From an optimization exercise on the open Yosys and OpenROAD flow, aimed at small area; shortcuts taken in it are not production practice. Function was checked by simulation only, so behaviour that the tests miss may differ from the original. In every run shown here, the design's own scripts or RTL, not TritonCTS, make the clock network. No driver is modelled on the clock port, so clock power and skew are understated where the tree is cut down; a real chip needs a root buffer or a tree. Power is estimated from default activity; no workload was simulated.

`design.v`:
```
module baseline_c5gx(
      input              CLOCK_50_B7A,
      input              CPU_RESET_n,
      output      [6:0]  HEX0,
      output      [6:0]  HEX1,
      output      [6:0]  HEX2,
      output      [6:0]  HEX3,
      input       [3:0]  KEY,
      output      [7:0]  LEDG,
      output      [9:0]  LEDR,
      input       [9:0]  SW
);
	wire clk = CLOCK_50_B7A;
	wire rst = !CPU_RESET_n;
	localparam [2:0] OP_CLR  = 3'd0,
	                 OP_NONE = 3'd1,
	                 OP_HUP  = 3'd4,
	                 OP_HDN  = 3'd5,
	                 OP_MUP  = 3'd6,
	                 OP_MDN  = 3'd7,
	                 OP_SCLR = 3'd3,
	                 OP_ADV  = 3'd2;
	reg [2:0] op;
	wire clr = (op == OP_CLR);
	reg key3_low;
	always @(posedge clk) key3_low <= !KEY[3];
	wire pulse = !key3_low && !KEY[3];
	reg run;
	always @(posedge clk) run <= !rst && (run ^ pulse);
	reg [2:0] step;
	wire [2:0] step_now = clr ? 3'd0 : step;
	always @(posedge clk)
		step <= step_now + {2'b00, run};
	reg [3:0] div;
	wire [3:0] div_now = clr ? 4'd0 : div;
	always @(posedge clk)
		div <= div_now + 4'd1;
	wire tick = (div_now == 4'd7);
	reg       sw_inc;
	reg [2:0] op_next;
	always @(*) begin
		op_next = OP_NONE;
		if (tick) begin
			if (SW[2]) begin
				case (SW[1:0])
					2'b00: if (KEY[1:0] == 2'b01) op_next = OP_HUP;
					       else if (KEY[1:0] == 2'b10) op_next = OP_HDN;
					2'b01: if (KEY[1:0] == 2'b01) op_next = OP_MUP;
					       else if (KEY[1:0] == 2'b10) op_next = OP_MDN;
					2'b10: if (KEY[1] != KEY[0]) op_next = OP_SCLR;
					default: ;
				endcase
			end else if (SW[8])
				op_next = OP_ADV;
		end
	end
	always @(posedge clk, posedge rst)
		if (rst) op <= OP_CLR;
		else op <= op_next;
	always @(posedge clk) sw_inc <= run && (step_now == 3'd7);
	wire adv = (op == OP_ADV);
	reg [4:0] t_h;
	reg [5:0] t_m;
	reg [5:0] t_s;
	wire s_last = t_s[5] & t_s[4] & t_s[3] & t_s[1] & t_s[0];
	wire m_last = t_m[5] & t_m[4] & t_m[3] & t_m[1] & t_m[0];
	wire h_last = t_h[4] & t_h[2] & t_h[1] & t_h[0];
	wire m_zero = (t_m == 6'd0);
	wire h_zero = (t_h == 5'd0);
	wire s_clr = clr | (op == OP_SCLR);
	wire m_up = (op == OP_MUP) | adv & s_last;
	wire m_dn = (op == OP_MDN);
	wire h_up = (op == OP_HUP) | adv & s_last & m_last;
	wire h_dn = (op == OP_HDN);
	wire [5:0] s_t;
	assign s_t[0] = adv;
	assign s_t[1] = adv & t_s[0];
	assign s_t[2] = adv & t_s[0] & t_s[1] & !s_last;
	assign s_t[3] = adv & (t_s[0] & t_s[1] & t_s[2] | s_last);
	assign s_t[4] = adv & (t_s[0] & t_s[1] & t_s[2] & t_s[3] | s_last);
	assign s_t[5] = adv & (t_s[0] & t_s[1] & t_s[2] & t_s[3] & t_s[4] | s_last);
	wire [5:0] c_s = s_clr ? 6'd0 : t_s ^ s_t;
	wire [5:0] md = t_m ^ {6{m_dn}};
	wire m_en = m_up | m_dn;
	wire m_wrap = m_up & m_last | m_dn & m_zero;
	wire [5:0] m_t;
	assign m_t[0] = m_en;
	assign m_t[1] = m_en & md[0];
	assign m_t[2] = m_en & md[0] & md[1] & !m_wrap;
	assign m_t[3] = m_en & md[0] & md[1] & md[2] | m_up & m_last;
	assign m_t[4] = m_en & md[0] & md[1] & md[2] & md[3] | m_up & m_last;
	assign m_t[5] = m_en & md[0] & md[1] & md[2] & md[3] & md[4] | m_up & m_last;
	wire [5:0] c_m = clr ? 6'd0 : t_m ^ m_t;
	wire [4:0] hd = t_h ^ {5{h_dn}};
	wire h_en = h_up | h_dn;
	wire [4:0] h_t;
	assign h_t[0] = h_en;
	assign h_t[1] = h_en & hd[0];
	assign h_t[2] = h_en & hd[0] & hd[1];
	assign h_t[3] = h_en & hd[0] & hd[1] & hd[2] & !(h_up & h_last | h_dn & h_zero);
	assign h_t[4] = h_en & hd[0] & hd[1] & hd[2] & hd[3] | h_up & h_last;
	wire [4:0] c_h = clr ? 5'd0 : t_h ^ h_t;
	always @(posedge clk) begin
		t_h <= c_h;
		t_m <= c_m;
		t_s <= c_s;
	end
	reg [3:0] d0, d1, d2, d3;
	function [3:0] dnext(input [3:0] d, input inc, input clr);
	begin
		dnext[0] = !clr & (d[0] ^ inc);
		dnext[1] = !clr & (d[1] ^ (inc & d[0] & !d[3]));
		dnext[2] = !clr & (d[2] ^ (inc & d[0] & d[1]));
		dnext[3] = !clr & (d[3] ^ (inc & d[0] & (d[3] | d[1] & d[2])));
	end
	endfunction
	wire i1 = sw_inc & d0[0] & d0[3];
	wire i2 = i1 & d1[0] & d1[3];
	wire i3 = i2 & d2[0] & d2[3];
	always @(posedge clk) begin
		d0 <= dnext(d0, sw_inc, clr);
		d1 <= dnext(d1, i1, clr);
		d2 <= dnext(d2, i2, clr);
		d3 <= dnext(d3, i3, clr);
	end
	reg [1:0] dsp_mode;
	reg       dsp_sec;
	always @(posedge clk) begin
		dsp_mode <= SW[9] ? SW[4:3] : 2'b11;
		dsp_sec  <= SW[7];
	end
	function [6:0] seg(input [3:0] n);
	begin
		seg[0] = (n[0] & !n[1] & !n[2] & !n[3]) | (n[2] & n[3]) | (!n[0] & !n[1] & n[2]);
		seg[1] = !((!n[0] & !n[1]) | (n[0] & n[1] & !n[3]) | (!n[2]));
		seg[2] = (n[1] & n[3]) | (!n[0] & n[1] & !n[2]);
		seg[3] = (!n[0] & !n[1] & n[2]) | (n[0] & !n[1] & !n[2] & !n[3]) | (n[0] & n[1] & n[2]);
		seg[4] = (!n[1] & n[2]) | (n[0]);
		seg[5] = (n[1] & !n[2]) | (n[0] & !n[2] & !n[3]) | (n[0] & n[1]);
		seg[6] = (!n[1] & !n[2] & !n[3]) | (n[0] & n[1] & n[2]);
	end
	endfunction
	function [6:0] bcd60(input [5:0] v);
	begin
		bcd60[0] = (v[0]);
		bcd60[1] = !((v[1] & v[3] & !v[4] & !v[5]) | (v[1] & !v[2] & !v[3] & v[4]) | (!v[1] & !v[2] & v[3] & !v[5]) | (v[2] & v[3] & v[4]) | (!v[1] & !v[2] & !v[4] & !v[5]) | (v[1] & v[4] & v[5]) | (!v[1] & v[3] & !v[4] & v[5]) | (v[1] & !v[3] & v[5]) | (!v[2] & !v[3] & v[4] & v[5]) | (!v[1] & v[2] & !v[3] & !v[5]));
		bcd60[2] = !((v[1] & v[2] & !v[3] & !v[4] & v[5]) | (!v[1] & !v[3] & v[4] & v[5]) | (v[1] & !v[2] & !v[3] & v[4]) | (!v[1] & v[2] & v[3] & !v[5]) | (v[2] & v[4] & !v[5]) | (!v[1] & !v[2] & !v[4]) | (v[1] & !v[2] & v[3] & v[5]) | (!v[2] & !v[4] & !v[5]));
		bcd60[3] = (v[1] & v[2] & !v[3] & !v[4] & v[5]) | (!v[1] & v[2] & v[3] & v[4]) | (v[1] & v[3] & v[4] & v[5]) | (v[1] & !v[2] & !v[3] & v[4] & !v[5]) | (!v[1] & !v[2] & !v[3] & v[4] & v[5]) | (!v[1] & !v[2] & v[3] & !v[4] & !v[5]);
		bcd60[4] = !((!v[1] & v[2] & v[3] & v[4]) | (!v[3] & !v[4] & !v[5]) | (!v[1] & !v[2] & !v[3] & v[4] & v[5]) | (!v[1] & !v[2] & v[3] & !v[4]) | (v[3] & !v[4] & v[5]) | (v[2] & !v[3] & !v[5]) | (!v[2] & v[3] & v[4] & !v[5]));
		bcd60[5] = (v[2] & v[4] & !v[5]) | (!v[3] & !v[4] & v[5]) | (v[3] & v[4] & !v[5]);
		bcd60[6] = !((!v[5]) | (!v[3] & !v[4]));
	end
	endfunction
	function [5:0] bcd24(input [4:0] v);
	begin
		bcd24[0] = (v[0]);
		bcd24[1] = !((v[1] & !v[2] & v[4]) | (v[1] & v[3]) | (!v[1] & v[2] & !v[3]) | (!v[1] & !v[2] & !v[4]));
		bcd24[2] = !((v[2] & v[4]) | (v[1] & !v[2]) | (!v[1] & v[3]) | (!v[2] & !v[4]));
		bcd24[3] = !((!v[1] & !v[3]) | (v[2]) | (v[1] & !v[4]));
		bcd24[4] = (v[1] & v[3]) | (!v[2] & v[4]) | (v[2] & v[3]);
		bcd24[5] = (v[2] & v[4]);
	end
	endfunction
	wire [5:0] x  = dsp_sec ? t_s : t_m;
	wire [6:0] xb = bcd60(x);
	wire [5:0] hb = bcd24(t_h);
	wire [3:0] n3 = dsp_mode == 2'b00 ? (dsp_sec ? 4'd0 : {2'b00, hb[5:4]}) :
	                dsp_mode == 2'b10 ? d3 : 4'hf;
	wire [3:0] n2 = dsp_mode == 2'b00 ? (dsp_sec ? 4'd0 : hb[3:0]) :
	                dsp_mode == 2'b10 ? d2 : 4'hf;
	wire [3:0] n1 = !dsp_mode[1] ? {1'b0, xb[6:4]} : dsp_mode[0] ? 4'hf : d1;
	wire [3:0] n0 = !dsp_mode[1] ? xb[3:0] : dsp_mode[0] ? 4'hf : d0;
	assign HEX3 = seg(n3);
	assign HEX2 = seg(n2);
	assign HEX1 = seg(n1);
	assign HEX0 = seg(n0);
	assign LEDR = SW;
	assign LEDG = {2'b00, c_s};
endmodule
```
`flow/run.sh`:
```
#!/bin/bash
# Standard synthesis; then the combinational gates re-optimised by ABC with a
# stronger script (flip-flops untouched), in rounds of several deepsyn seeds,
# the smallest result kept; then the standard layout from floorplan on,
# with buf_1 port buffers and one level of clock buffers (prects.tcl: four
# buf_4, each driving the clock pins of a strip of the core).
set -euo pipefail
W=$PWD
F=$W/flow
R=$W/orfs/results/$FLOW_PLATFORM/baseline_c5gx/base
YOSYS=$(command -v yosys || echo /OpenROAD-flow-scripts/tools/install/yosys/bin/yosys)

export BUFFER_PORTS_ARGS="-buffer_cell sky130_fd_sc_hd__buf_1"
export PRE_CTS_TCL=$F/prects.tcl
export ROOT_CLKBUF=
export LEAF_CLKBUF=sky130_fd_sc_hd__buf_4
export LEAF_GROUPS=4

bash standard.sh synth > $W/std_synth.log 2>&1

cp $R/1_2_yosys.v $W/std_netlist.v
printf 'set_driving_cell sky130_fd_sc_hd__buf_1\nset_load 5\n' > $W/abc.constr
PERIOD_PS=$(python3 -c "print(int(float('$FLOW_PERIOD_NS')*1000))")
export RS_LIB=$FLOW_HOME/platforms/$FLOW_PLATFORM/lib/sky130_fd_sc_hd__tt_025C_1v80.lib
export RS_TOP=$FLOW_TOP RS_IN=$W/std_netlist.v RS_CONSTR=$W/abc.constr RS_PERIOD_PS=$PERIOD_PS
export YOSYS W F
# Round 1 starts from the standard netlist with seeds 1-8; each later round
# starts from the best netlist so far with seeds 1-4; the smallest is kept.
pick() {
  python3 - "$@" <<'PY'
import re, sys, os
best = None
for v in sys.argv[1:]:
    p = v + ".stat"
    if not (os.path.exists(p) and os.path.exists(v)): continue
    m = re.search(r"Chip area for module .*?: ([\d.]+)", open(p).read())
    if m and (best is None or float(m.group(1)) < best[0]): best = (float(m.group(1)), v)
print(best[1])
PY
}
IN=$W/std_netlist.v
BEST=
: > $W/resynth_choice.log
for round in 1 2 3; do
  if [ $round = 1 ]; then SEEDS="1 2 3 4 5 6 7 8"; else SEEDS="1 2 3 4"; fi
  for s in $SEEDS; do
    printf 'strash\n&get -n\n&deepsyn -I 4 -J 200 -S %s\n&dch -f\n&nf -R 1000 -p -F 10 -A 5 -a\n&put\ntopo\ndnsize -c\n' $s > $W/abc_r${round}_s$s.script
  done
  export IN round
  echo $SEEDS | tr ' ' '\n' | xargs -P ${NUM_CORES:-4} -I{} bash -c \
    'RS_IN=$IN RS_SCRIPT=$W/abc_r${round}_s{}.script RS_OUT=$W/resynth_r${round}_s{}.v $YOSYS -c $F/resynth.tcl > $W/resynth_r${round}_s{}.log 2>&1 || true'
  BEST=$(pick $BEST $W/resynth_r${round}_s*.v)
  IN=$BEST
  echo "round $round: best so far $BEST" >> $W/resynth_choice.log
done
grep -H "Chip area" $W/resynth_r*.v.stat >> $W/resynth_choice.log || true

cp $BEST $R/1_2_yosys.v
rm -f $R/1_synth.odb $R/1_synth.sdc
bash standard.sh > $W/std_layout.log 2>&1
```
`flow/prects.tcl`:
```
# Clock distribution made here instead of by clock_tree_synthesis: the clock
# pins are split into LEAF_GROUPS groups by x position, each
# group is driven by a leaf clock buffer at its centre, and the clock port (or
# a root buffer, if ROOT_CLKBUF is set) drives the leaves, so every
# register's clock passes the same buffers. ORFS's clock_tree_synthesis is then skipped; the rest of its CTS
# step (placement legalisation, timing repair) runs as usual.
set clk_port [get_name [lindex [get_property [lindex [all_clocks] 0] sources] 0]]
set block [ord::get_db_block]
set dbu [$block getDbUnitsPerMicron]
set net [$block findNet $clk_port]
set sinks {}
foreach it [$net getITerms] {
  set box [[$it getInst] getBBox]
  lappend sinks [list [expr {([$box xMin] + [$box xMax]) / 2.0 / $dbu}] \
                      [expr {([$box yMin] + [$box yMax]) / 2.0 / $dbu}] \
                      "[[$it getInst] getName]/[[$it getMTerm] getName]"]
}
proc halves { items idx } {
  set s [lsort -real -index $idx $items]
  set h [expr {[llength $s] / 2}]
  return [list [lrange $s 0 [expr {$h - 1}]] [lrange $s $h end]]
}
proc centre { items } {
  set sx 0.0
  set sy 0.0
  foreach i $items {
    set sx [expr {$sx + [lindex $i 0]}]
    set sy [expr {$sy + [lindex $i 1]}]
  }
  set n [llength $items]
  return [list [expr {$sx / $n}] [expr {$sy / $n}]]
}
set groups {}
set ng $::env(LEAF_GROUPS)
set s [lsort -real -index 0 $sinks]
set n [llength $s]
for {set g 0} {$g < $ng} {incr g} {
  lappend groups [lrange $s [expr {$g * $n / $ng}] [expr {($g + 1) * $n / $ng - 1}]]
}
set k 0
set leaves {}
foreach g $groups {
  set pins {}
  foreach i $g { lappend pins [get_pins [lindex $i 2]] }
  set c [centre $g]
  puts "clock leaf buffer $k: [llength $g] clock pins at $c"
  insert_buffer -buffer_cell $::env(LEAF_CLKBUF) -net $clk_port -load_pins $pins \
    -location $c -buffer_name clkleaf_$k -net_name clknet_leaf_$k
  lappend leaves [list {*}$c x]
  incr k
}
if { $::env(ROOT_CLKBUF) ne "" } {
  set c [centre $leaves]
  puts "clock root buffer at $c"
  insert_buffer -buffer_cell $::env(ROOT_CLKBUF) -net $clk_port -location $c \
    -buffer_name clkroot_buf -net_name clknet_root
}
foreach n [$block getNets] {
  foreach it [$n getITerms] {
    if { [$it isClocked] } { $n setSigType CLOCK; break }
  }
}
$net setSigType CLOCK
foreach it [$net getITerms] {
  set o [[$it getInst] findITerm X]
  if { $o ne "NULL" && [$o getNet] ne "NULL" } { [$o getNet] setSigType CLOCK }
}
set_propagated_clock [all_clocks]
rename clock_tree_synthesis __orfs_clock_tree_synthesis
proc clock_tree_synthesis { args } {
  puts "clock_tree_synthesis skipped: the clock has its buffers"
}
```
`flow/resynth.tcl`:
```
# Re-optimises the combinational logic of the standard synthesis netlist with a
# stronger ABC script. Every flip-flop (and tie cell) stays the same instance,
# with the same name and cell type; only the gates between them change.
yosys -import
set lib $::env(RS_LIB)
set top $::env(RS_TOP)
read_liberty -overwrite -ignore_miss_func -ignore_miss_dir $lib
read_verilog -overwrite $::env(RS_IN)
hierarchy -top $top
setattr -mod -set keep_hierarchy 1 {sky130_fd_sc_hd__df*} {sky130_fd_sc_hd__edf*} {sky130_fd_sc_hd__conb*}
flatten
opt_clean -purge
techmap
opt -fast
abc -script $::env(RS_SCRIPT) -liberty $lib -dont_use *lpflow* -dont_use *probe* -constr $::env(RS_CONSTR) -D $::env(RS_PERIOD_PS)
opt_clean -purge
hilomap -singleton -hicell sky130_fd_sc_hd__conb_1 HI -locell sky130_fd_sc_hd__conb_1 LO
splitnets
opt_clean -purge
select -module $top
tee -o $::env(RS_OUT).stat stat -liberty $lib
write_verilog -noattr -nohex -nodec -selected $::env(RS_OUT)
```
`standard.sh`:
```
#!/bin/bash
# synth_recipe.tcl (not shown) runs the flow's synth.tcl, then flattens the netlist and writes it again
# the make line also repeats each setting of config.mk as NAME=value (left out here)
make -C /OpenROAD-flow-scripts/flow DESIGN_CONFIG=/design/flow/config.mk WORK_HOME=/design/flow/orfs CLKGATE_MAP_FILE= SYNTH_SCRIPT=/design/flow/synth_recipe.tcl "${@:-finish}"
```
`config.mk`:
```
export PLATFORM = sky130hd
export DESIGN_NAME = baseline_c5gx
export DESIGN_NICKNAME = baseline_c5gx
export VERILOG_FILES = /design/flow/design.v
export SDC_FILE = /design/flow/constraint.sdc
export NUM_CORES = 4
export LEC_CHECK = 0
export CAP_MARGIN = 20
export CORE_MARGIN = 2
export CORE_UTILIZATION = 70
export SLEW_MARGIN = 20
```
`constraint.sdc`:
```
create_clock -name core_clock -period 20.0 [get_ports {CLOCK_50_B7A}]
set_input_delay 4.0000 -clock core_clock [delete_from_list [all_inputs] [get_ports {CLOCK_50_B7A}]]
set_output_delay 4.0000 -clock core_clock [all_outputs]
set_load 0.01 [all_outputs]
```
==> summary.txt, run 1 <==
Setup path
  – FF-to-FF End: t_h[3]
  – Crit path cell chain: buf_1, buf_1
  – R2r setup slk: 16.48 ns
  – Worst path bufs/invs: 2
  – Slowest-stage cell, CP: buf_1
  – Critical path data required time: 16.00 ns
  – Setup Crit Path Kind: input pin to primary output
  – Crit. End Element: primary output
  – Worst Path Arrival: 4.30 ns
  – Worst path top cell family by delay: buffers and inverters
  – Crit-path max cell delay: 0.17 ns
  – Worst-path maximum fanout: 3
  – Reg2reg path depth: 15
  – CP Launch Type: input pin
  – R2R Path Start: op[1]
  – Most used cell, CP: buf_1

Power
  – Lkg Pwr: 0.00111 µW
  – Power Density: 103 nW/µm²
  – Worst vdd ir: 70.5 µV
  – Power Internal: 179 µW
  – Clock network fraction of total power: 11.9%
  – Sw Share: 38.5%
  – Psw: 112 µW
  – Seq pwr share: 53.3%
  – Combinational power share: 34.8%

GRT
  – Initial antenna violation count: 0
  – GR met3 Demand/Resource: 1.76%
  – Vias in the first global route: 2337
  – Gr ovfl total: 0
  – Total Routing Usage GR: 27.5%
  – Pin count of the biggest net entering global routing: 22
  – Global routing usage on met1: 35.6%
  – GR peak layer: met2
  – GRT met2 Usage: 49.7%
  – Global-route wire length before repair: 9650 µm

Final layout
  – Final Non-Filler Cells: 431
  – Antenna Cells: 0
  – Commonest non-fill, non-tap cell in the layout: buf_1
  – Core Util, Final: 83.5%
  – Layout Area Growth over Synthesis: 12.1%
  – # nets final: 403
  – Fin area: 2830 µm²
  – Commonest cells after routing, fill and taps aside: buf_1, dfxtp_1, a21oi_1
  – Fraction of layout cells with a size suffix above 1: 1.56%

Routing
  – Detailed router's first-iteration violation count: 171
  – Via count: 2572
  – TritonRoute pass-1 iters: 4
  – Post-DR vias/cell: 5.97
  – DRC: 0
  – Routed len/inst: 12.5 µm
  – WL final: 5390 µm
  – Detail Route Antenna Nets: 0

Run status
  – Status: no timing/DRC/antenna violations

Clock tree
  – Setup Fix Bufs, Post-CTS: 0
  – Cts hold-fix bufs: 0
  – Clock slew at reported path FFs: 0.12 ns
  – CTS resizes: 0
  – Worst-Skew Late Latency: 0.16 ns

Floorplanning
  – Core Area: 3390 µm²
  – Starting Density: 74.5%
  – # IOs: 62
  – Die ar.: 4100 µm²
  – Die Span Y: 64.1 µm
  – Die W: 64.1 µm
  – Number of core rows: 21

Flow run
  – Maxcap violations: 0

Placed design
  – # port buffers: 54
  – GPL Wtd Cong: 0.911
  – Placed Cells: 427
  – DP HPWL: 4050 µm
  – DP Area: 2800 µm²

Timing
  – Tmin final: 8.30 ns
  – Sum Neg Setup Slack: 0 ns
  – Final worst path period share: 41.5%
  – Max Slew Vio Count: 0
  – Relative slew slack: 54.3%
  – Hold slack: 0.440 ns
  – Final Hold Vio Count: 0
  – Slew at the pin closest to its max-slew limit: 0.686 ns
  – FMAX: 120 MHz
  – Final setup violation count: 0
  – RSZ-0062 raised after global routing: no
  – Clock skew: 0.0191 ns

Worst hold path
  – Hold Crit Endpoint: div[0]
  – Hold Crit Depth: 1
  – Hold path startpoint: div[0]
  – Path type of the worst min-delay path: register to register

Yosys
  – Mapped Avg Cell Area: 7.77 µm²
  – Ys Warns: 1
  – Post-Synthesis Cell Area: 2520 µm²
  – Cells after Synth: 325
## state kept, by name, summed over array words and instances, names as in the netlist, 2 cells and up
name,flops
t_s,6
step,3
d2,4
t_h,5
d0,4
d1,4
t_m,6
op,3
d3,4
div,4
dsp_mode,2
## through the flow
step	setup slack (ns)	total power, µW
6_report	11.70	291
5_1_grt	11.67	314
4_1_cts	11.70	291
3_5_place_dp	11.70	257
3_3_place_gp	11.70	252
2_1_floorplan	12.00	225
## cell type report, without the clock buffers
cell class | count | area, µm²
multi-input combinational | 272 | 1520
sequential | 49 | 996
fill | 226 | 558
timing repair buffer | 55 | 210
tap | 46 | 57.6
inverter | 5 | 18.8
## worst register-to-register path: stages, from the launching register on
cell and delay, ns:
dfrtp_1 0.44, nor2b_1 0.28, and3_1 0.33, nand2b_1 0.11, o21ai_0 0.40, and3_1 0.28, nand2_1 0.09, nor2_1 0.13
nor2_1 0.07, a21oi_1 0.27, nand3b_1 0.16, or3_1 0.35, nor2_1 0.14, nor2_1 0.07, nor3_1 0.19, xnor2_1 0.14
## metal layers
layer	routed length [µm]	vias up
met2	2620	81
li1	-	1314
met3	276	9
met5	0	-
met1	2390	1168
met4	92	0
## power groups by stage
stage / clock [µW] / sequential (µW) / combinational [µW]
CTS: 34.7 / 154 / 102
finish: 34.6 / 155 / 101
floorplan: 0 / 149 / 76.9
detailed placement: 0 / 156 / 101
global placement: 0 / 155 / 97.1
global route: 37.9 / 160 / 116
## how the worst max path moves through the flow
stage,from,to,slack [ns],depth (start not counted)
final,SW[1],LEDR[1],11.70,2
after global routing,SW[1],LEDR[1],11.67,2
after CTS,SW[1],LEDR[1],11.70,2
after detailed placement,SW[1],LEDR[1],11.70,2
after global placement,SW[1],LEDR[1],11.70,2
after floorplan,SW[0],LEDR[0],12.00,0
==> run 2, diff against run 1 <==
--- a/config.mk
+++ b/config.mk
@@ -5,7 +5,8 @@
 export SDC_FILE = /design/flow/constraint.sdc
 export NUM_CORES = 4
 export LEC_CHECK = 0
-export CAP_MARGIN = 20
+export CAP_MARGIN = 0
 export CORE_MARGIN = 2
 export CORE_UTILIZATION = 70
-export SLEW_MARGIN = 20
+export GPL_TIMING_DRIVEN = 0
+export SLEW_MARGIN = 0
==> run 2 against run 1 <==
  * Fmax down 0.17%
  * Sequential share of layout area about the same
  * Largest cell class unchanged
  * First-iteration DRC count up 9.4%
  * Setup slack worse by 0.014 ns
  * Total power up 0.46%
  * Final cell count unchanged
  * Sequential cell count unchanged
  * Critical path type unchanged
  * Highest routed layer unchanged
  * Critical endpoint is now LEDR[2]
==> summary.txt, run 2 <==
Power
  – Power Internal: 179 µW
  – Worst vdd ir: 80.2 µV
  – Psw: 114 µW
  – Seq pwr share: 53.1%
  – Total power: 293 µW
  – Combinational power share: 35.0%
  – Sw Share: 38.8%
  – Power Density: 103 nW/µm²
  – Lkg Pwr: 0.00111 µW
  – Clock network fraction of total power: 11.9%

GRT
  – Initial antenna violation count: 0
  – Gr ovfl total: 0
  – Total Routing Usage GR: 28.1%
  – Vias in the first global route: 2333
  – Pin count of the biggest net entering global routing: 22
  – Global-route wire length before repair: 9780 µm

Routing
  – Post-DR vias/cell: 6.01
  – Detail Route Antenna Nets: 0
  – Detailed router's first-iteration violation count: 187
  – WL final: 5690 µm
  – TritonRoute pass-1 iters: 4
  – Via count: 2592
  – DRC: 0
  – Routed len/inst: 13.2 µm

Floorplanning
  – Die W: 64.1 µm
  – Die ar.: 4100 µm²
  – Starting Density: 74.5%
  – Number of core rows: 21
  – Core Area: 3390 µm²
  – # IOs: 62
  – Die Span Y: 64.1 µm

Run status
  – Status: no timing/DRC/antenna violations

Yosys
  – Ys Warns: 1
  – Cells after Synth: 325
  – Mapped Avg Cell Area: 7.77 µm²
  – Post-Synthesis Cell Area: 2520 µm²

Setup path
  – Setup Crit Path Kind: input pin to primary output
  – Most used cell, CP: buf_1
  – Crit path cell chain: buf_1, buf_1
  – R2r setup slk: 16.53 ns
  – Reg2reg path depth: 15
  – CP Launch Type: input pin
  – Critical path data required time: 16.00 ns
  – FF-to-FF End: t_h[3]
  – Worst-path maximum fanout: 4
  – Worst path bufs/invs: 2
  – Crit. End Element: primary output
  – Slowest-stage cell, CP: buf_1
  – Worst path top cell family by delay: buffers and inverters
  – Worst Path Arrival: 4.32 ns
  – R2R Path Start: op[2]
  – Crit-path max cell delay: 0.17 ns

Final layout
  – Fin area: 2840 µm²
  – Final Non-Filler Cells: 431
  – Fraction of layout cells with a size suffix above 1: 1.56%
  – Leading registers by flop count: t_m x6, t_s x6, t_h x5
  – # nets final: 403
  – Antenna Cells: 0
  – Commonest non-fill, non-tap cell in the layout: buf_1
  – Commonest cells after routing, fill and taps aside: buf_1, dfxtp_1, a21oi_1
  – Layout Area Growth over Synthesis: 12.3%

Worst hold path
  – Hold Crit Depth: 1
  – Hold path startpoint: div[0]
  – Hold Crit Endpoint: div[0]
  – Path type of the worst min-delay path: register to register

Clock tree
  – Cts hold-fix bufs: 0
  – Worst-Skew Late Latency: 0.15 ns
  – Clock slew at reported path FFs: 0.10 ns
  – CTS resizes: 0
  – Setup Fix Bufs, Post-CTS: 0

Timing
  – Relative slew slack: 49.7%
  – Hold slack: 0.436 ns
  – Tmin final: 8.32 ns
  – Sum Neg Setup Slack: 0 ns
  – Final setup violation count: 0
  – Clock skew: 0.0134 ns
  – RSZ-0062 raised after global routing: no
  – Final Hold Vio Count: 0
  – Final worst path period share: 41.6%
  – Slew at the pin closest to its max-slew limit: 0.755 ns
  – Max Slew Vio Count: 0
  – FMAX: 120 MHz

Placed design
  – GPL Wtd Cong: 0.891
  – DP HPWL: 4360 µm
  – DP Area: 2810 µm²
  – Placed Cells: 427
  – # port buffers: 54

Flow run
  – Maxcap violations: 0
## run 2: cell types whose count changed in the layout (fill, tap and decap cells not counted)
cell / change
buf_4: -1
buf_6: +1
## run 2: per-layer routing
metal  GRT usage [%]  wire length [µm]  share of wire, %
met3            1.41               240               4.2
met2            52.3              2860                50
met4            5.16                44              0.77
met5               0                 0                 0
met1            36.0              2550                45
## run 2: power by group through the flow
stage          logic, µW  clock network [µW]  registers [µW]
2_1_floorplan       76.9                   0             149
3_3_place_gp        97.1                   0             155
3_5_place_dp         102                   0             157
4_1_cts              102                35.1             155
5_1_grt              116                38.7             160
6_report             102                34.9             155
## run 2: worst max path at each step
| stage | from | end | depth (start not counted) |
|---|---|---|---|
| 6_report | SW[2] | LEDR[2] | 2 |
| 4_1_cts | SW[1] | LEDR[1] | 2 |
| 3_5_place_dp | SW[1] | LEDR[1] | 2 |
| 2_1_floorplan | SW[0] | LEDR[0] | 0 |
| 3_3_place_gp | SW[2] | LEDR[2] | 2 |
| 5_1_grt | SW[1] | LEDR[1] | 2 |
## run 2: worst register-to-register path, delay by kind of cell (launching register included)
kind / cells / cell delay, ns
AND/OR/NAND/NOR: 12 / 2.20
AO/OA/AOI/OAI: 2 / 0.62
flip-flops: 1 / 0.46
XOR/XNOR: 1 / 0.14
## run 2: stage by stage
step / util [%] / setup slack (ns)
floorplan: - / 12.00
global placement: 82.3 / 11.71
detailed placement: 82.8 / 11.69
CTS: 83.6 / 11.69
global route: 83.6 / 11.67
finish: 83.6 / 11.68
## run 2: cell type report, without the clock buffers
cell class                      instances  area, µm²
Fill cell                             244        554
Inverter                                5       18.8
Multi-Input combinational cell        272       1520
Sequential cell                        49        996
Tap cell                               46       57.6
Timing Repair Buffer                   55        214
==> run 3, diff against run 2 <==
--- a/flow/run.sh
+++ b/flow/run.sh
@@ -43,8 +43,10 @@
 : > $W/resynth_choice.log
 for round in 1 2 3; do
   if [ $round = 1 ]; then SEEDS="1 2 3 4 5 6 7 8"; else SEEDS="1 2 3 4"; fi
+  # round 3 maps without the extra choice computation, for variety
+  if [ $round = 3 ]; then DCH=; else DCH='&dch -f\n'; fi
   for s in $SEEDS; do
-    printf 'strash\n&get -n\n&deepsyn -I 4 -J 200 -S %s\n&dch -f\n&nf -R 1000 -p -F 10 -A 5 -a\n&put\ntopo\ndnsize -c\n' $s > $W/abc_r${round}_s$s.script
+    printf "strash\n&get -n\n&deepsyn -I 4 -J 200 -S %s\n$DCH&nf -R 1000 -p -F 10 -A 5 -a\n&put\ntopo\ndnsize -c\n" $s > $W/abc_r${round}_s$s.script
   done
   export IN round
   echo $SEEDS | tr ' ' '\n' | xargs -P ${NUM_CORES:-4} -I{} bash -c \
--- a/config.mk
+++ b/config.mk
@@ -5,8 +5,7 @@
 export SDC_FILE = /design/flow/constraint.sdc
 export NUM_CORES = 4
 export LEC_CHECK = 0
-export CAP_MARGIN = 0
+export CAP_MARGIN = 20
 export CORE_MARGIN = 2
 export CORE_UTILIZATION = 70
-export GPL_TIMING_DRIVEN = 0
-export SLEW_MARGIN = 0
+export SLEW_MARGIN = 20
==> run 3 against run 2 <==
  * Sequential cell count did not move
  * Total power shrank 0.46%
  * Die area is the same
  * Register-to-register slack worse by 0.05 ns
  * Cell area down 0.13%
  * Final cell count unchanged
  * Synthesized cell count is the same
  * Clock skew up 0.0057 ns
  * Global-route usage down 0.55 points
  * Largest power group unchanged
==> summary.txt, run 3 <==
Run status
  – Status: no timing/DRC/antenna violations

Setup path
  – Worst path top cell family by delay: buffers and inverters
  – Setup Crit Path Kind: input pin to primary output
  – Slowest-stage cell, CP: buf_1
  – Most used cell, CP: buf_1
  – Crit. End Element: primary output
  – Crit path cell chain: buf_1, buf_1
  – Crit-path max cell delay: 0.17 ns
  – Worst-path maximum fanout: 3
  – Worst path bufs/invs: 2
  – CP Launch Type: input pin
  – Critical path data required time: 16.00 ns
  – Worst Path Arrival: 4.30 ns

Routing
  – TritonRoute pass-1 iters: 4
  – DRC: 0
  – Routed len/inst: 12.5 µm
  – Post-DR vias/cell: 5.97
  – Via count: 2572
  – WL final: 5390 µm
  – Detail Route Antenna Nets: 0
  – Detailed router's first-iteration violation count: 171

Power
  – Worst vdd ir: 70.5 µV
  – Total power: 291 µW
  – Lkg Pwr: 0.00111 µW
  – Power Density: 103 nW/µm²

Timing
  – Slew at the pin closest to its max-slew limit: 0.686 ns
  – Final WS setup: 11.70 ns
  – Clock skew: 0.0191 ns
  – FMAX: 120 MHz
  – Final Hold Vio Count: 0
  – Max Slew Vio Count: 0
  – Relative slew slack: 54.3%
  – RSZ-0062 raised after global routing: no
  – Sum Neg Setup Slack: 0 ns
  – Final worst path period share: 41.5%
  – Final setup violation count: 0
  – Tmin final: 8.30 ns

Placed design
  – Pre-CTS WS: 11.70 ns
  – # port buffers: 54
  – DP HPWL: 4050 µm
  – DP Area: 2800 µm²
  – GPL Wtd Cong: 0.911

Floorplanning
  – Core Area: 3390 µm²
  – Die Span Y: 64.1 µm
  – Die W: 64.1 µm
  – # IOs: 62
  – Starting Density: 74.5%
  – Number of core rows: 21
  – Die ar.: 4100 µm²

Final layout
  – Leading registers by flop count: t_m x6, t_s x6, t_h x5
  – Antenna Cells: 0
  – Layout Area Growth over Synthesis: 12.1%
  – Fin area: 2830 µm²
  – Commonest non-fill, non-tap cell in the layout: buf_1
  – Commonest cells after routing, fill and taps aside: buf_1, dfxtp_1, a21oi_1
  – Core Util, Final: 83.5%
  – Register area: 996 µm²
  – Fraction of layout cells with a size suffix above 1: 1.56%
  – # nets final: 403
  – Filler instances: 226
  – Area of the multi-input gates: 1520 µm²

Yosys
  – Cells after Synth: 325
  – Mapped Avg Cell Area: 7.77 µm²
  – Post-Synthesis Cell Area: 2520 µm²
  – Ys Warns: 1

Clock tree
  – Setup Fix Bufs, Post-CTS: 0
  – Worst-Skew Late Latency: 0.16 ns
  – Cts hold-fix bufs: 0
  – CTS resizes: 0
  – Clock slew at reported path FFs: 0.12 ns

GRT
  – Global-route wire length before repair: 9650 µm
  – Pin count of the biggest net entering global routing: 22
  – Vias in the first global route: 2337
  – Initial antenna violation count: 0
  – Gr ovfl total: 0
  – Total Routing Usage GR: 27.5%

Flow run
  – Maxcap violations: 0

Worst hold path
  – Path type of the worst min-delay path: register to register
-- run 3: where the power goes --
group	switching (µW)	internal (µW)	leakage (µW)	total, µW
Sequential	29.8	125	0.000417	155
Combinational	58.3	43.0	0.000676	101
Clock	24.1	10.6	0.0000192	34.6
Total	112	179	0.00111	291
-- run 3: final timing paths --
check,end,slack (ns),from,depth (start not counted)
min in group asynchronous,op[1],3.63,CPU_RESET_n,1
setup / recovery,LEDR[1],11.70,SW[1],2
setup reg to reg,t_h[3],16.48,op[1],15
hold / removal,div[0],0.44,div[0],1
max in group asynchronous,op[2],16.17,CPU_RESET_n,1
hold reg to reg,div[0],0.44,div[0],1
-- run 3: stage by stage --
step | hold WS, ns | instances
6_report | 0.440 | 431
3_3_place_gp | 0.401 | 427
3_5_place_dp | 0.412 | 427
4_1_cts | 0.439 | 431
5_1_grt | 0.474 | 431
2_1_floorplan | 0.394 | 326
-- run 3: per-layer routing --
| metal | up-vias | wire length, µm | track usage (%) |
|---|---|---|---|
| met1 | 1168 | 2390 | 35.6 |
| met3 | 9 | 276 | 1.76 |
| met4 | 0 | 92 | 6.79 |
| li1 | 1314 | - | - |
| met5 | - | 0 | 0 |
| met2 | 81 | 2620 | 49.7 |
-- run 3: final cells by class, without the clock buffers --
class                           count  share of cell area (%)
Multi-Input combinational cell    272                    53.6
Sequential cell                    49                    35.2
Timing Repair Buffer               55                    7.42
Tap cell                           46                    2.03
Inverter                            5                   0.663
==> run 4, diff against run 3 <==
--- a/flow/run.sh
+++ b/flow/run.sh
@@ -2,8 +2,8 @@
 # Standard synthesis; then the combinational gates re-optimised by ABC with a
 # stronger script (flip-flops untouched), in rounds of several deepsyn seeds,
 # the smallest result kept; then the standard layout from floorplan on,
-# with buf_1 port buffers and one level of clock buffers (prects.tcl: four
-# buf_4, each driving the clock pins of a strip of the core).
+# with buf_1 port buffers and one level of clock buffers (prects.tcl: three
+# buf_6, each driving the clock pins of a strip of the core).
 set -euo pipefail
 W=$PWD
 F=$W/flow
@@ -13,8 +13,8 @@
 export BUFFER_PORTS_ARGS="-buffer_cell sky130_fd_sc_hd__buf_1"
 export PRE_CTS_TCL=$F/prects.tcl
 export ROOT_CLKBUF=
-export LEAF_CLKBUF=sky130_fd_sc_hd__buf_4
-export LEAF_GROUPS=4
+export LEAF_CLKBUF=sky130_fd_sc_hd__buf_6
+export LEAF_GROUPS=3
 
 bash standard.sh synth > $W/std_synth.log 2>&1
 
@@ -43,10 +43,8 @@
 : > $W/resynth_choice.log
 for round in 1 2 3; do
   if [ $round = 1 ]; then SEEDS="1 2 3 4 5 6 7 8"; else SEEDS="1 2 3 4"; fi
-  # round 3 maps without the extra choice computation, for variety
-  if [ $round = 3 ]; then DCH=; else DCH='&dch -f\n'; fi
   for s in $SEEDS; do
-    printf "strash\n&get -n\n&deepsyn -I 4 -J 200 -S %s\n$DCH&nf -R 1000 -p -F 10 -A 5 -a\n&put\ntopo\ndnsize -c\n" $s > $W/abc_r${round}_s$s.script
+    printf 'strash\n&get -n\n&deepsyn -I 4 -J 200 -S %s\n&dch -f\n&nf -R 1000 -p -F 10 -A 5 -a\n&put\ntopo\ndnsize -c\n' $s > $W/abc_r${round}_s$s.script
   done
   export IN round
   echo $SEEDS | tr ' ' '\n' | xargs -P ${NUM_CORES:-4} -I{} bash -c \
==> run 4 against run 3 <==
  * Register-to-register slack gained 0.03 ns
  * Core utilization grew 0.11 points
  * Hold slack got worse by 0.0056 ns
  * Clock power rose by 1%
  * Cell area rose by 0.13%
  * Critical path depth stayed put
  * Setup slack better by 0.0022 ns
  * Largest power group unchanged
  * Sequential share of layout area about the same
  * Sequential cell count unchanged
  * Wire length up 1.7%
==> summary.txt, run 4 <==
Power
  – Power Density: 103 nW/µm²
  – Worst vdd ir: 101 µV
  – Lkg Pwr: 0.00111 µW

Yosys
  – Post-Synthesis Cell Area: 2520 µm²
  – Ys Warns: 1
  – Mapped Avg Cell Area: 7.77 µm²
  – Cells after Synth: 325

Routing
  – Post-DR vias/cell: 5.98
  – DRC: 0
  – Routed len/inst: 12.7 µm
  – Via count: 2571
  – TritonRoute pass-1 iters: 6
  – WL final: 5480 µm
  – Detail Route Antenna Nets: 0
  – Detailed router's first-iteration violation count: 157

Setup path
  – Crit. End Element: primary output
  – Critical path data required time: 16.00 ns
  – Worst path bufs/invs: 2
  – R2r setup slk: 16.51 ns
  – Slowest-stage cell, CP: buf_1
  – Worst Path Arrival: 4.30 ns
  – Most used cell, CP: buf_1
  – CP Launch Type: input pin
  – Crit path cell chain: buf_1, buf_1
  – Worst-path maximum fanout: 3
  – Setup Crit Path Kind: input pin to primary output
  – Crit-path max cell delay: 0.17 ns
  – Worst path top cell family by delay: buffers and inverters

Final layout
  – Antenna Cells: 0
  – Commonest non-fill, non-tap cell in the layout: buf_1
  – Layout Area Growth over Synthesis: 12.3%
  – Leading registers by flop count: t_m x6, t_s x6, t_h x5
  – Commonest cells after routing, fill and taps aside: buf_1, dfxtp_1, a21oi_1
  – Core Util, Final: 83.6%
  – Filler instances: 228
  – # nets final: 402
  – Fraction of layout cells with a size suffix above 1: 1.30%

Timing
  – Sum Neg Setup Slack: 0 ns
  – Final Hold Vio Count: 0
  – Max Slew Vio Count: 0
  – Tmin final: 8.30 ns
  – Slew at the pin closest to its max-slew limit: 0.716 ns
  – Final setup violation count: 0
  – RSZ-0062 raised after global routing: no
  – Relative slew slack: 52.3%
  – Final worst path period share: 41.5%
  – FMAX: 120 MHz
  – Clock skew: 0.0112 ns

GRT
  – Initial antenna violation count: 0
  – Total Routing Usage GR: 28.3%
  – Global-route wire length before repair: 9880 µm
  – Vias in the first global route: 2399
  – Gr ovfl total: 0
  – Pin count of the biggest net entering global routing: 22

Floorplanning
  – Starting Density: 74.5%
  – Die W: 64.1 µm
  – # IOs: 62
  – Core Area: 3390 µm²
  – Number of core rows: 21
  – Die ar.: 4100 µm²
  – Die Span Y: 64.1 µm

Clock tree
  – Setup Fix Bufs, Post-CTS: 0
  – CTS resizes: 0
  – Clock slew at reported path FFs: 0.09 ns
  – Worst-Skew Late Latency: 0.13 ns
  – Cts hold-fix bufs: 0

Flow run
  – Maxcap violations: 0

Placed design
  – GPL Wtd Cong: 0.911
  – # port buffers: 54
  – DP HPWL: 4050 µm

Run status
  – Status: no timing/DRC/antenna violations

Worst hold path
  – Path type of the worst min-delay path: register to register
## run 4: cell count changes in the layout (fill, tap and decap cells not counted)
cell   change
buf_4      -4
buf_6      +3
## run 4: worst paths after layout
kind,start,endpoint,cells past startpoint
min in group asynchronous,CPU_RESET_n,op[1],1
worst max-delay path,SW[1],LEDR[1],2
worst max register to register,op[2],t_h[3],15
worst min register to register,div[0],div[0],1
worst min-delay path,div[0],div[0],1
max in group asynchronous,CPU_RESET_n,op[2],1
## run 4: area by class of cell, without the clock buffers
class                           count  area, µm²  area share (%)
Sequential cell                    49        996            35.1
Timing Repair Buffer               55        210            7.41
Inverter                            5       18.8           0.662
Multi-Input combinational cell    272       1520            53.6
Tap cell                           46       57.6            2.03
## run 4: where the power goes
part / leakage, µW / total (µW) / internal [µW] / switching (µW)
logic: 0.000676 / 102 / 43.0 / 58.8
registers: 0.000417 / 156 / 126 / 30.0
clock network: 0.0000182 / 35.0 / 12.1 / 22.9
## run 4: worst reg2reg max path, stage by stage, from the launching register on
cell and delay (ns):
dfrtp_1 0.45, nor2b_1 0.26, and3_1 0.33, nand2b_1 0.11
o21ai_0 0.40, and3_1 0.29, nand2_1 0.10, nor2_1 0.13
nor2_1 0.07, a21oi_1 0.25, nand3b_1 0.15, or3_1 0.35
nor2_1 0.13, nor2_1 0.07, nor3_1 0.20, xnor2_1 0.14
## run 4: per-stage QoR
step	total power, µW	std cells	setup WS [ns]	instance area [µm²]	hold WS [ns]
2_1_floorplan	225	326	12.00	2530	0.394
3_3_place_gp	252	427	11.70	2800	0.401
3_5_place_dp	257	427	11.70	2800	0.412
4_1_cts	292	430	11.70	2840	0.436
5_1_grt	314	430	11.67	2840	0.471
6_report	292	430	11.70	2840	0.434
## run 4: metal layers
layer,vias up,wire length [µm],GRT usage (%)
met3,8,294,2.29
met2,81,2710,52.7
met5,-,0,0
met1,1178,2400,35.4
li1,1304,-,-
met4,0,70,5.98
==> run 5, diff against run 4 <==
--- a/design.v
+++ b/design.v
@@ -140,30 +140,22 @@
 		seg[6] = (!n[1] & !n[2] & !n[3]) | (n[0] & n[1] & n[2]);
 	end
 	endfunction
-	function [6:0] bcd60(input [5:0] v);
+	wire [5:0] x  = dsp_sec ? t_s : t_m;
+	function [3:0] add3(input [3:0] v);
 	begin
-		bcd60[0] = (v[0]);
-		bcd60[1] = !((v[1] & v[3] & !v[4] & !v[5]) | (v[1] & !v[2] & !v[3] & v[4]) | (!v[1] & !v[2] & v[3] & !v[5]) | (v[2] & v[3] & v[4]) | (!v[1] & !v[2] & !v[4] & !v[5]) | (v[1] & v[4] & v[5]) | (!v[1] & v[3] & !v[4] & v[5]) | (v[1] & !v[3] & v[5]) | (!v[2] & !v[3] & v[4] & v[5]) | (!v[1] & v[2] & !v[3] & !v[5]));
-		bcd60[2] = !((v[1] & v[2] & !v[3] & !v[4] & v[5]) | (!v[1] & !v[3] & v[4] & v[5]) | (v[1] & !v[2] & !v[3] & v[4]) | (!v[1] & v[2] & v[3] & !v[5]) | (v[2] & v[4] & !v[5]) | (!v[1] & !v[2] & !v[4]) | (v[1] & !v[2] & v[3] & v[5]) | (!v[2] & !v[4] & !v[5]));
-		bcd60[3] = (v[1] & v[2] & !v[3] & !v[4] & v[5]) | (!v[1] & v[2] & v[3] & v[4]) | (v[1] & v[3] & v[4] & v[5]) | (v[1] & !v[2] & !v[3] & v[4] & !v[5]) | (!v[1] & !v[2] & !v[3] & v[4] & v[5]) | (!v[1] & !v[2] & v[3] & !v[4] & !v[5]);
-		bcd60[4] = !((!v[1] & v[2] & v[3] & v[4]) | (!v[3] & !v[4] & !v[5]) | (!v[1] & !v[2] & !v[3] & v[4] & v[5]) | (!v[1] & !v[2] & v[3] & !v[4]) | (v[3] & !v[4] & v[5]) | (v[2] & !v[3] & !v[5]) | (!v[2] & v[3] & v[4] & !v[5]));
-		bcd60[5] = (v[2] & v[4] & !v[5]) | (!v[3] & !v[4] & v[5]) | (v[3] & v[4] & !v[5]);
-		bcd60[6] = !((!v[5]) | (!v[3] & !v[4]));
+		add3[0] = (v[0] & !v[2] & !v[3]) | (!v[0] & v[3]) | (!v[0] & v[1] & v[2]);
+		add3[1] = (v[1] & !v[2]) | (!v[0] & v[3]) | (v[0] & v[1]);
+		add3[2] = (!v[0] & !v[1] & v[2]) | (v[0] & v[3]);
+		add3[3] = (v[3]) | (v[0] & v[2]) | (v[1] & v[2]);
 	end
 	endfunction
-	function [5:0] bcd24(input [4:0] v);
-	begin
-		bcd24[0] = (v[0]);
-		bcd24[1] = !((v[1] & !v[2] & v[4]) | (v[1] & v[3]) | (!v[1] & v[2] & !v[3]) | (!v[1] & !v[2] & !v[4]));
-		bcd24[2] = !((v[2] & v[4]) | (v[1] & !v[2]) | (!v[1] & v[3]) | (!v[2] & !v[4]));
-		bcd24[3] = !((!v[1] & !v[3]) | (v[2]) | (v[1] & !v[4]));
-		bcd24[4] = (v[1] & v[3]) | (!v[2] & v[4]) | (v[2] & v[3]);
-		bcd24[5] = (v[2] & v[4]);
-	end
-	endfunction
-	wire [5:0] x  = dsp_sec ? t_s : t_m;
-	wire [6:0] xb = bcd60(x);
-	wire [5:0] hb = bcd24(t_h);
+	wire [3:0] xs1 = add3({1'b0, x[5:3]});
+	wire [3:0] xs2 = add3({xs1[2:0], x[2]});
+	wire [3:0] xs3 = add3({xs2[2:0], x[1]});
+	wire [6:0] xb = {xs1[3], xs2[3], xs3[3], xs3[2:0], x[0]};
+	wire [3:0] hs1 = add3({1'b0, t_h[4:2]});
+	wire [3:0] hs2 = add3({hs1[2:0], t_h[1]});
+	wire [5:0] hb = {hs1[3], hs2[3], hs2[2:0], t_h[0]};
 	wire [3:0] n3 = dsp_mode == 2'b00 ? (dsp_sec ? 4'd0 : {2'b00, hb[5:4]}) :
 	                dsp_mode == 2'b10 ? d3 : 4'hf;
 	wire [3:0] n2 = dsp_mode == 2'b00 ? (dsp_sec ? 4'd0 : hb[3:0]) :
--- a/flow/run.sh
+++ b/flow/run.sh
@@ -2,8 +2,7 @@
 # Standard synthesis; then the combinational gates re-optimised by ABC with a
 # stronger script (flip-flops untouched), in rounds of several deepsyn seeds,
 # the smallest result kept; then the standard layout from floorplan on,
-# with buf_1 port buffers and one level of clock buffers (prects.tcl: three
-# buf_6, each driving the clock pins of a strip of the core).
+# with buf_1 port buffers and one level of clock buffers (prects.tcl).
 set -euo pipefail
 W=$PWD
 F=$W/flow
@@ -13,7 +12,7 @@
 export BUFFER_PORTS_ARGS="-buffer_cell sky130_fd_sc_hd__buf_1"
 export PRE_CTS_TCL=$F/prects.tcl
 export ROOT_CLKBUF=
-export LEAF_CLKBUF=sky130_fd_sc_hd__buf_6
+export LEAF_CLKBUF=sky130_fd_sc_hd__clkbuf_8
 export LEAF_GROUPS=3
 
 bash standard.sh synth > $W/std_synth.log 2>&1
==> run 5 against run 4 <==
  * Die area increased by 0.50%
  * Core utilization shrank 0.17 points
  * Total power grew 3.5%
  * Critical endpoint is now LEDR[2]
  * Highest routed layer unchanged
==> summary.txt, run 5 <==
Routing
  – Routed len/inst: 13.1 µm
  – Detail Route Antenna Nets: 0
  – Post-DR vias/cell: 6.01
  – Detailed router's first-iteration violation count: 129
  – TritonRoute pass-1 iters: 4
  – DRC: 0
  – WL final: 5660 µm
  – Via count: 2592

Floorplanning
  – Die Span Y: 64.2 µm
  – Starting Density: 74.3%
  – Core Area: 3420 µm²
  – Die ar.: 4120 µm²
  – Number of core rows: 21
  – Die W: 64.2 µm
  – # IOs: 62

Placed design
  – DP HPWL: 4320 µm
  – GPL Wtd Cong: 0.857
  – Pre-CTS WS: 11.69 ns
  – DP Area: 2810 µm²
  – # port buffers: 54
  – Placed Cells: 428

Timing
  – Clock skew: 0.00871 ns
  – Tmin final: 8.32 ns
  – Max Slew Vio Count: 0
  – Relative slew slack: 53.2%
  – Final worst path period share: 41.6%
  – Final Hold Vio Count: 0
  – Final WS setup: 11.68 ns
  – RSZ-0062 raised after global routing: no
  – Final setup violation count: 0
  – FMAX: 120 MHz
  – Slew at the pin closest to its max-slew limit: 0.701 ns
  – Sum Neg Setup Slack: 0 ns

GRT
  – Total Routing Usage GR: 28.1%
  – Global-route wire length before repair: 9870 µm
  – GR met3 Demand/Resource: 1.23%
  – Pin count of the biggest net entering global routing: 24
  – GR peak layer: met2
  – Global routing usage on met1: 36.6%
  – Vias in the first global route: 2337
  – Initial antenna violation count: 0
  – GRT met2 Usage: 52.9%
  – Gr ovfl total: 0

Flow run
  – Maxcap violations: 0

Setup path
  – Crit path cell chain: buf_1, buf_1
  – Worst Path Arrival: 4.32 ns
  – Most used cell, CP: buf_1
  – Worst path bufs/invs: 2
  – Critical path data required time: 16.00 ns
  – R2r setup slk: 16.91 ns
  – Setup Crit Path Kind: input pin to primary output
  – Worst path top cell family by delay: buffers and inverters
  – Crit-path max cell delay: 0.17 ns
  – Worst-path maximum fanout: 4
  – Crit. End Element: primary output
  – CP Launch Type: input pin
  – Reg2reg path depth: 16
  – Stages on the worst setup path: 2
  – Slowest-stage cell, CP: buf_1

Final layout
  – Fin area: 2850 µm²
  – Layout Area Growth over Synthesis: 12.3%
  – Antenna Cells: 0
  – Core Util, Final: 83.5%
  – # nets final: 403
  – Final Non-Filler Cells: 431
  – Leading registers by flop count: t_m x6, t_s x6, t_h x5
  – Commonest non-fill, non-tap cell in the layout: buf_1
  – Fraction of layout cells with a size suffix above 1: 1.04%
  – Commonest cells after routing, fill and taps aside: buf_1, a21oi_1, dfxtp_1

Power
  – Lkg Pwr: 0.00110 µW
  – Power Density: 106 nW/µm²
  – Worst vdd ir: 87.0 µV

Run status
  – Status: no timing/DRC/antenna violations

Clock tree
  – CTS resizes: 0
  – Cts hold-fix bufs: 0
  – Setup Fix Bufs, Post-CTS: 0
  – Worst-Skew Late Latency: 0.16 ns
  – Clock slew at reported path FFs: 0.09 ns

Worst hold path
  – Path type of the worst min-delay path: register to register
  – Hold Crit Depth: 1

Yosys
  – Cells after Synth: 326
  – Ys Warns: 1
  – Mapped Avg Cell Area: 7.79 µm²
  – Post-Synthesis Cell Area: 2540 µm²
## run 5: changes by cell type in the layout (fill, tap and decap cells not counted), sizes merged, moves of 4 or more
cell,before,now
o21ai,29,40
nor2,37,28
o21a,1,6
a211oi,5,1
nand2,32,28
## run 5: final timing paths
path,start,end
min in group asynchronous,CPU_RESET_n,op[2]
worst max register to register,op[0],t_h[3]
max in group asynchronous,CPU_RESET_n,op[1]
worst min register to register,div[0],div[0]
worst min-delay path,div[0],div[0]
worst max-delay path,SW[2],LEDR[2]
## run 5: cell type report, without the clock buffers
class | instances | area (µm²)
fillers | 238 | 564
inverters | 8 | 30.0
multi-input cells | 270 | 1520
flip-flops and latches | 49 | 996
well taps | 46 | 57.6
repair buffers | 55 | 210
## run 5: per-layer routing
layer  vias to the layer above  routed length [µm]
li1                       1326                   -
met1                      1184                2580
met2                        78                2750
met3                         4                 283
met4                         0                  38
met5                         -                   0
## run 5: per-stage QoR
stage               hold WS, ns  power, µW
finish                    0.444        303
global route              0.460        325
CTS                       0.440        302
detailed placement        0.418        265
global placement          0.409        259
floorplan                 0.394        231
## run 5: power breakdown
| part | internal, µW | switching (µW) | total [µW] |
|---|---|---|---|
| clock network | 13.9 | 23.5 | 37.4 |
| logic | 46.6 | 64.2 | 111 |
| registers | 125 | 29.4 | 154 |

-- static timing again, ports no longer ideal --
How much do the figures lean on ideal ports? The routed layouts below were timed once more, with nothing changed but the port constraints. Step 1 (the two cells are an assumption about what drives the block):
set clk [get_ports {CLOCK_50_B7A}]
set_driving_cell -lib_cell sky130_fd_sc_hd__clkbuf_16 $clk
set_driving_cell -lib_cell sky130_fd_sc_hd__buf_2 [delete_from_list [all_inputs] $clk]
Step 2, shift: input delay + t, output delay - t, t = (earliest + latest rising clock arrival at the registers) / 2. This alone moves slack from input paths to output paths. Three values: ideal, step 1, step 2; two values: the first two.
run	t (ns)	setup slack, ns	slew at the worst register clock pin (ns)	pins driven straight from the clock port
run 1	0.188	11.696 / 11.675 / 11.675	0.12 / 0.12	4
run 2	0.190	11.682 / 11.661 / 11.661	0.12 / 0.12	4
run 3	0.188	11.696 / 11.675 / 11.675	0.12 / 0.12	4
run 4	0.173	11.699 / 11.677 / 11.677	0.11 / 0.11	3
run 5	0.195	11.684 / 11.662 / 11.662	0.10 / 0.10	3
After both steps every run listed still meets setup and hold.
